Source: an optimization exercise on an open RTL-to-GDS flow (aim: small area). Production flows keep margins and buffers that such runs may drop.
The RTL was checked by simulation tests, not by an equivalence proof against the original design.
The clock input has no modelled driver; a real chip could not lean on it and would need a root buffer or a full tree.
Power and IR drop assume default switching activity.

==> inputs of maple <==
==> flow/design.v <==
module bcd_inc(input [3:0] d, input c, output [3:0] o, output co);
	assign co   = c & d[3] & d[0];
	assign o[0] = d[0] ^ c;
	assign o[1] = d[1] ^ (c & d[0] & ~d[3]);
	assign o[2] = d[2] ^ (c & d[0] & d[1]);
	assign o[3] = d[3] ^ (c & d[0] & (d[3] | (d[1] & d[2])));
endmodule
module six_inc(input [2:0] d, input c, output [2:0] o, output co);
	assign co   = c & d[2] & d[0];
	assign o[0] = d[0] ^ c;
	assign o[1] = d[1] ^ (c & d[0] & ~d[2]);
	assign o[2] = d[2] ^ (c & d[0] & (d[1] | d[2]));
endmodule
module top_czcjj(
	input sys_clk,
	input reset_n,
	input   [2:0]    key,
	output [3:0] seg_sel,
	output [7:0] seg_led
);
reg [2:0] r_ff;
reg [3:0] k0_ff, k1_ff, k2_ff;
always @(posedge sys_clk) begin
	r_ff  <= {r_ff[1:0],  ~reset_n};
	k0_ff <= {k0_ff[2:0], ~key[0]};
	k1_ff <= {k1_ff[2:0], ~key[1]};
	k2_ff <= {k2_ff[2:0], ~key[2]};
end
wire rst     = &r_ff;
wire stop_ev = (&k0_ff[2:0]) & ~k0_ff[3];           
wire add_ev  = (&k1_ff[3:1]) & ~k1_ff[0];           
wire chd_ev  = (&k2_ff[2:0]) & ~k2_ff[3];           
reg waiting;         
reg [1:0] mode;      
always @(posedge sys_clk) begin
	if (rst) waiting <= 1'b0;
	else if (stop_ev) waiting <= ~waiting;
end
always @(posedge sys_clk) begin
	if (rst) mode <= 2'd0;
	else if (chd_ev) mode <= {mode[0], ~mode[1] & ~mode[0]};
end
reg [5:0] pre;        
wire [5:0] pre_c = {&pre[4:0], &pre[3:0], &pre[2:0], &pre[1:0], pre[0], 1'b1};
wire tick = waiting & (&pre);
always @(posedge sys_clk) begin
	if (rst) pre <= 6'd14;
	else if (waiting) pre <= (pre ^ pre_c) | {2'b00, {3{&pre}}, 1'b0};
end
reg [3:0] s_o; reg [2:0] s_t;
reg [3:0] m_o; reg [2:0] m_t;
wire [3:0] s_o_n, m_o_n; wire [2:0] s_t_n, m_t_n;
wire c_so, c_st, c_mo, c_mt;
bcd_inc u_so(.d(s_o), .c(tick), .o(s_o_n), .co(c_so));
six_inc u_st(.d(s_t), .c(c_so), .o(s_t_n), .co(c_st));
bcd_inc u_mo(.d(m_o), .c(c_st), .o(m_o_n), .co(c_mo));
six_inc u_mt(.d(m_t), .c(c_mo), .o(m_t_n), .co(c_mt));
wire m_ev = c_st;
always @(posedge sys_clk) begin
	if (rst) begin
		s_o <= 4'd0; s_t <= 3'd0; m_o <= 4'd0; m_t <= 3'd0;
	end else begin
		s_o <= s_o_n; s_t <= s_t_n; m_o <= m_o_n; m_t <= m_t_n;
	end
end
reg [15:0] km;
wire [15:0] km_n;
wire k_ev = ~waiting & add_ev;
wire ck0, ck1, ck2, ck3;
bcd_inc u_k0(.d(km[3:0]),   .c(k_ev), .o(km_n[3:0]),   .co(ck0));
bcd_inc u_k1(.d(km[7:4]),   .c(ck0),  .o(km_n[7:4]),   .co(ck1));
bcd_inc u_k2(.d(km[11:8]),  .c(ck1),  .o(km_n[11:8]),  .co(ck2));
bcd_inc u_k3(.d(km[15:12]), .c(ck2),  .o(km_n[15:12]), .co(ck3));
always @(posedge sys_clk) begin
	if (rst) km <= 16'd0;
	else km <= km_n;
end
reg kd1, kd2, md1, md2;
always @(posedge sys_clk) begin
	kd1 <= k_ev & ~rst;
	kd2 <= kd1 & ~rst;
	md1 <= m_ev & ~rst;
	md2 <= md1 & ~rst;
end
wire km_hi0   = ~(|km[15:8]);
wire k_mul5   = ~km[3] & ~km[1] & (km[2] ~^ km[0]);    
wire k_zero   = km_hi0 & ~(|km[7:0]);
wire k_five   = km_hi0 & ~(|km[7:4]) & km[2];
wire k_ten    = km_hi0 & ((km[7:4] == 4'd1) | (km[7:4] == 4'd2) | ((km[7:4] == 4'd3) & ~km[2]));
wire m_zero   = ~(|m_t) & ~(|m_o);
reg [1:0] r3;
always @(posedge sys_clk) begin
	if (rst) r3 <= 2'd0;
	else if (m_ev) r3 <= {r3[0], ~r3[1] & ~r3[0]};
end
wire m_mul3 = ~|r3;
reg [15:0] delta;
always @(*) begin
	delta = 16'h0000;
	if (kd2) begin
		if (k_zero)                 delta = 16'h5999;
		else if (k_mul5 & ~k_five)  delta = k_ten ? 16'h0010 : 16'h0007;
	end else if (md2) begin
		if (m_zero)      delta = 16'h9867;
		else if (m_mul3) delta = 16'h0007;
	end
end
reg [15:0] fare;
reg [15:0] fare_n;
reg [4:0] dsum;
reg cy;
integer i;
always @(*) begin
	cy = 1'b0;
	for (i = 0; i < 4; i = i + 1) begin
		dsum = fare[4*i +: 4] + delta[4*i +: 4] + cy;
		if (dsum > 5'd9) begin
			fare_n[4*i +: 4] = dsum - 5'd10;
			cy = 1'b1;
		end else begin
			fare_n[4*i +: 4] = dsum[3:0];
			cy = 1'b0;
		end
	end
end
always @(posedge sys_clk) begin
	if (rst) fare <= 16'h0030;
	else fare <= fare_n;
end
reg [4:0] q;
wire dri_en = q[4] & ~q[3];
always @(posedge sys_clk) begin
	if (rst) q <= 5'd0;
	else q <= {q[3:0], ~q[4]};
end
reg [3:0] v;           
reg b;                 
always @(posedge sys_clk) begin
	if (rst) begin
		v <= 4'd0; b <= 1'b1;
	end else if (dri_en) begin
		v <= v + 4'd1;
		if (v[1]) b <= 1'b0;
	end
end
wire [1:0] cs = b ? 2'd0 : (v[3:2] - {1'b0, ~|v[1:0]});
reg [3:0] dig;
always @(*) begin
	case (mode)
		2'd0: case (v[3:2])
			2'd0: dig = km[3:0];
			2'd1: dig = km[7:4];
			2'd2: dig = km[11:8];
			default: dig = km[15:12];
		endcase
		2'd1: case (v[3:2])
			2'd0: dig = s_o;
			2'd1: dig = {1'b0, s_t};
			2'd2: dig = m_o;
			default: dig = {1'b0, m_t};
		endcase
		default: case (v[3:2])
			2'd0: dig = fare[3:0];
			2'd1: dig = fare[7:4];
			2'd2: dig = fare[11:8];
			default: dig = fare[15:12];
		endcase
	endcase
end
wire pt = mode[0] ? (cs == 2'd2) : (cs == 2'd1);
reg [3:0] s0, nd, od;
reg pd, odp;
always @(posedge sys_clk) begin
	if (dri_en) begin
		s0 <= dig;
		nd <= s0;
		pd <= ~pt;
		od <= nd;
		odp <= pd;
	end
end
wire [1:0] ss = v[3:2] - {1'b0, ~v[1]};
assign seg_sel = b ? {3'b111, ~|v[1:0]} : ~(4'b0001 << ss);
wire [6:0] seg7 =
	(od == 4'd0) ? 7'b1000000 :
	(od == 4'd1) ? 7'b1111001 :
	(od == 4'd2) ? 7'b0100100 :
	(od == 4'd3) ? 7'b0110000 :
	(od == 4'd4) ? 7'b0011001 :
	(od == 4'd5) ? 7'b0010010 :
	(od == 4'd6) ? 7'b0000010 :
	(od == 4'd7) ? 7'b1111000 :
	(od == 4'd8) ? 7'b0000000 : 7'b0010000;
wire blank = ~|v[1:0];
assign seg_led = b ? {2'b11, {6{blank}}} : {odp, seg7};
endmodule
==> flow/flow/run.sh <==
#!/bin/bash
# Own layout flow: the standard flow (standard.sh) with an area-oriented synthesis
# (own_synth.tcl), plain buf_1 cells as the port buffers and a small hand-built clock tree (manual_cts.tcl).
set -euo pipefail
W=$(pwd)
F=$W/flow
export OWN_ABC_SCRIPT=$F/abc_area_min.script
CTS_HOOK="PRE_CTS_TCL=$F/manual_cts.tcl"
bash "$W/standard.sh" "SYNTH_SCRIPT=$F/own_synth.tcl" "ADDER_MAP_FILE=" \
  "BUFFER_PORTS_ARGS=-buffer_cell sky130_fd_sc_hd__buf_1" "$CTS_HOOK" finish > "$W/own_flow_make.log" 2>&1
==> flow/flow/abc_area_min.script <==
strash
&get -n
&fraig -x
&put
dc2
strash
&get -n
&deepsyn -T 120
&put
strash
&get -n
&dch -f
&nf -R 1000 -a
&put
==> flow/flow/manual_cts.tcl <==
# PRE_CTS_TCL hook: replaces clock_tree_synthesis with a small hand-built clock tree.
# The clock port drives four buffers (buf_12 for the most spread group, buf_8 for the others); the flip-flops are split into four
# groups by location (median splits in x, then in y) and each group is driven by
# the buffer placed at its centre. Every flip-flop sees the same two-level path.
proc clock_tree_synthesis { args } {
  set block [ord::get_db_block]
  set db [ord::get_db]
  set clk [$block findNet sys_clk]
  set m8 [$db findMaster sky130_fd_sc_hd__buf_8]
  set m12 [$db findMaster sky130_fd_sc_hd__buf_12]
  set sinks {}
  foreach it [$clk getITerms] {
    set inst [$it getInst]
    set loc [$inst getLocation]
    lappend sinks [list [lindex $loc 0] [lindex $loc 1] $it]
  }
  set n [llength $sinks]
  puts "manual cts: $n clock sinks"
  set byx [lsort -integer -index 0 $sinks]
  set h [expr {$n / 2}]
  set groups {}
  foreach half [list [lrange $byx 0 [expr {$h - 1}]] [lrange $byx $h end]] {
    set byy [lsort -integer -index 1 $half]
    set m [expr {[llength $byy] / 2}]
    lappend groups [lrange $byy 0 [expr {$m - 1}]]
    lappend groups [lrange $byy $m end]
  }
  # the group with the largest half-perimeter gets the stronger buffer
  set wide 0; set wmax -1; set k 0
  foreach grp $groups {
    set xs {}; set ys {}
    foreach s $grp { lappend xs [lindex $s 0]; lappend ys [lindex $s 1] }
    set xs [lsort -integer $xs]; set ys [lsort -integer $ys]
    set hp [expr {[lindex $xs end] - [lindex $xs 0] + [lindex $ys end] - [lindex $ys 0]}]
    if { $hp > $wmax } { set wmax $hp; set wide $k }
    incr k
  }
  set g 0
  foreach grp $groups {
    set master [expr {$g == $wide ? $m12 : $m8}]
    set sx 0; set sy 0
    foreach s $grp { incr sx [lindex $s 0]; incr sy [lindex $s 1] }
    set cx [expr {$sx / [llength $grp]}]
    set cy [expr {$sy / [llength $grp]}]
    set inst [odb::dbInst_create $block $master "clkbuf_man_$g"]
    set net [odb::dbNet_create $block "clknet_man_$g"]
    $net setSigType CLOCK
    foreach s $grp {
      set it [lindex $s 2]
      $it disconnect
      $it connect $net
    }
    [$inst findITerm A] connect $clk
    [$inst findITerm X] connect $net
    $inst setLocation $cx $cy
    $inst setPlacementStatus PLACED
    puts "manual cts: buffer $g drives [llength $grp] sinks at ($cx, $cy)"
    incr g
  }
  $clk setSigType CLOCK
  global_connect
  set_propagated_clock [all_clocks]
}
==> flow/flow/own_synth.tcl <==
# Standard synthesis (synth_recipe.tcl) with two changes for area: full/half adder
# extraction is skipped, and ABC maps with an area-only script (no buffering or upsizing).
proc synth {args} { yosys synth -nofsm -noshare {*}$args }
proc extract_fa {args} { puts "own flow: extract_fa skipped" }
proc abc {args} {
  set out {}
  set skip 0
  foreach a $args {
    if { $skip } { set skip 0; continue }
    if { $a eq "-script" || $a eq "-constr" || $a eq "-D" } { set skip 1; continue }
    lappend out $a
  }
  puts "own flow: abc -script $::env(OWN_ABC_SCRIPT) $out"
  yosys abc -script $::env(OWN_ABC_SCRIPT) {*}$out
}
source $::env(SCRIPTS_DIR)/synth.tcl
# left out here: clear keep_hierarchy, flatten, clean up, hide names made inside functions, write 1_2_yosys.v
==> flow/standard.sh <==
#!/bin/bash
# synth_recipe.tcl (not shown) runs the flow's synth.tcl, then flattens the netlist and writes it again
# the make line also repeats each setting of config.mk as NAME=value (left out here)
make -C /OpenROAD-flow-scripts/flow DESIGN_CONFIG=/design/flow/config.mk WORK_HOME=/design/flow/orfs CLKGATE_MAP_FILE= SYNTH_SCRIPT=/design/flow/synth_recipe.tcl "${@:-finish}"
==> flow/config.mk <==
export PLATFORM = sky130hd
export DESIGN_NAME = top_czcjj
export DESIGN_NICKNAME = top_czcjj
export VERILOG_FILES = /design/flow/design.v
export SDC_FILE = /design/flow/constraint.sdc
export NUM_CORES = 4
export LEC_CHECK = 0
export CAP_MARGIN = 20
export CORE_MARGIN = 2
export CORE_UTILIZATION = 40
export PLACE_DENSITY = 0.6
export SLEW_MARGIN = 20
==> flow/constraint.sdc <==
create_clock -name core_clock -period 14.0 [get_ports {sys_clk}]
set_input_delay 2.8000 -clock core_clock [delete_from_list [all_inputs] [get_ports {sys_clk}]]
set_output_delay 2.8000 -clock core_clock [all_outputs]
set_load 0.01 [all_outputs]
==> quartz: changes against maple <==
--- a/flow/design.v
+++ b/flow/design.v
@@ -90,8 +90,4 @@
 wire m_zero   = ~(|m_t) & ~(|m_o);
-reg [1:0] r3;
-always @(posedge sys_clk) begin
-	if (rst) r3 <= 2'd0;
-	else if (m_ev) r3 <= {r3[0], ~r3[1] & ~r3[0]};
-end
-wire m_mul3 = ~|r3;
+wire [3:0] m_sum = {1'b0, m_t} + m_o;    
+wire m_mul3   = (m_sum == 4'd0) | (m_sum == 4'd3) | (m_sum == 4'd6) | (m_sum == 4'd9) | (m_sum == 4'd12);
 reg [15:0] delta;
@@ -129,7 +125,7 @@
 end
-reg [4:0] q;
-wire dri_en = q[4] & ~q[3];
+reg [3:0] q;           
+wire dri_en = &q;
 always @(posedge sys_clk) begin
-	if (rst) q <= 5'd0;
-	else q <= {q[3:0], ~q[4]};
+	if (rst) q <= 4'd6;
+	else q <= (q + 4'd1) | {1'b0, dri_en, dri_en, 1'b0};
 end
@@ -142,3 +138,3 @@
 		v <= v + 4'd1;
-		if (v[1]) b <= 1'b0;
+		if (v[0]) b <= 1'b0;
 	end
@@ -173,3 +169,5 @@
 always @(posedge sys_clk) begin
-	if (dri_en) begin
+	if (rst) begin
+		s0 <= 4'd0; nd <= 4'd0; pd <= 1'b1; od <= 4'd15; odp <= 1'b1;
+	end else if (dri_en) begin
 		s0 <= dig;
@@ -182,3 +180,3 @@
 wire [1:0] ss = v[3:2] - {1'b0, ~v[1]};
-assign seg_sel = b ? {3'b111, ~|v[1:0]} : ~(4'b0001 << ss);
+assign seg_sel = b ? {3'b111, ~v[0]} : ~(4'b0001 << ss);
 wire [6:0] seg7 =
@@ -192,5 +190,5 @@
 	(od == 4'd7) ? 7'b1111000 :
-	(od == 4'd8) ? 7'b0000000 : 7'b0010000;
-wire blank = ~|v[1:0];
-assign seg_led = b ? {2'b11, {6{blank}}} : {odp, seg7};
+	(od == 4'd8) ? 7'b0000000 :
+	(od == 4'd9) ? 7'b0010000 : 7'b1111111;
+assign seg_led = {odp, seg7};
 endmodule
==> flow/flow/run.sh (replaced) <==
#!/bin/bash
# Own layout flow: the standard flow (standard.sh) with an area-oriented synthesis
# (own_synth.tcl) and plain buf_1 cells as the port buffers.
set -euo pipefail
W=$(pwd)
F=$W/flow
export OWN_ABC_SCRIPT=$F/abc_area_min.script
bash "$W/standard.sh" "SYNTH_SCRIPT=$F/own_synth.tcl" "ADDER_MAP_FILE=" \
  "BUFFER_PORTS_ARGS=-buffer_cell sky130_fd_sc_hd__buf_1" finish > "$W/own_flow_make.log" 2>&1
==> flow/flow/abc_area_min.script (replaced) <==
strash
&get -n
&fraig -x
&put
dc2
strash
&get -n
&dch -f
&nf -R 1000 -a
&put
removed: flow/flow/manual_cts.tcl
==> nickel: changes against maple <==
==> flow/flow/run.sh (replaced) <==
#!/bin/bash
# Own layout flow: the standard flow (standard.sh) with an area-oriented synthesis
# (own_synth.tcl), plain buf_1 cells as the port buffers and a clock tree without dummy loads.
set -euo pipefail
W=$(pwd)
F=$W/flow
export OWN_ABC_SCRIPT=$F/abc_area_min.script
CTS="-sink_clustering_enable -repair_clock_nets -dont_use_dummy_load -sink_clustering_levels 2 -sink_clustering_size 30"
bash "$W/standard.sh" "SYNTH_SCRIPT=$F/own_synth.tcl" "ADDER_MAP_FILE=" \
  "BUFFER_PORTS_ARGS=-buffer_cell sky130_fd_sc_hd__buf_1" "CTS_ARGS=$CTS" finish > "$W/own_flow_make.log" 2>&1
==> flow/flow/abc_area_min.script (replaced) <==
strash
&get -n
&fraig -x
&put
dc2
strash
&get -n
&dch -f
&nf -R 1000 -a
&put
removed: flow/flow/manual_cts.tcl
==> summary of the runs <==
Clock skew: maple < quartz < nickel.
Between quartz and maple, the lower wire length is in maple (gap about 4%, measured against maple).
Against nickel, the utilization of quartz is higher by 0.89 points.
Register-to-register slack: quartz < nickel < maple.
The highest via count belongs to quartz, the lowest to nickel.
Power, highest first: quartz, nickel, maple.
Sequential power is about the same in maple and quartz.
Final cell count: quartz > nickel > maple.
Sequential cell count: quartz is lower than nickel (3).
Maximum frequency: maple > nickel > quartz.
==> figures <==
| item | nickel | maple | quartz |
|---|---|---|---|
| Run status | finished clean | finished clean | finished clean |
| Fill cell total of the finished layout | 1001 | 1003 | 1056 |
| Area of combinational cells with multiple inputs | 2000 µm² | 1880 µm² | 2250 µm² |
| Number of nets in the synthesized netlist | 462 | 464 | 501 |
| Finished Cell Area | 4560 µm² | 4390 µm² | 4670 µm² |
| Overall power consumption | 0.000747 W | 0.000687 W | 0.000794 W |
| Minimum setup slack in the final design | 6.80 ns | 8.80 ns | 6.30 ns |
| Layout-stage area growth over the synthesis result | 9.00% | 7.71% | 10.6% |
| First-pass detailed-route iteration total | 4 | 5 | 4 |
| Total clock sinks | 100 | - | 97 |
| Simple-gate share of the synthesized area | 20.5% | 24.4% | 22.2% |
| GR met3 Demand/Resource | 4.54% | 0.873% | 3.65% |
| Tightest Pin Transition | 0.846 ns | 0.624 ns | 0.861 ns |
| Bufs w/o clock | 19 | - | 18 |
| Combinational Power Share | 28.5% | 28.3% | 27.4% |
| Worst Hold Launch | k2_ff[0]$_DFF_P_ | k1_ff[2]$_DFF_P_ | k2_ff[0]$_DFF_P_ |
| Post-layout util | 44.6% | 44.7% | 45.5% |
| Root buf cell | clkbuf_8 | - | clkbuf_8 |
| Buf/Inv on CP | 1 | 0 | 0 |
| Storage cell area | 2140 µm² | 2140 µm² | 1940 µm² |
| Internal portion of total power | 0.000488 W | 0.000453 W | 0.000515 W |
In maple the design's own scripts or RTL, not TritonCTS, make the clock network.

[what the ideal ports hide]
How much do the figures lean on ideal ports? The routed layouts below were timed once more, with nothing changed but the port constraints.
Step 1 assumes that a clkbuf_16 drives the clock port and a buf_2 every other input.
Step 2 also shifts input and output timing later by t, the mid clock arrival at the registers, as if the neighbouring blocks saw the same clock.
a / b / c = no drivers / after step 1 / after step 2; a / b = the first two.
run | t (ns) | slack for setup (ns) | cell pins on the clock port's net
maple | 0.220 | 8.800 / 8.800 / 8.800 | 4
quartz | 0.394 | 6.298 / 6.298 / 6.298 | 1
nickel | 0.385 | 6.801 / 6.801 / 6.801 | 1
After both steps setup and hold are still met in every run listed.
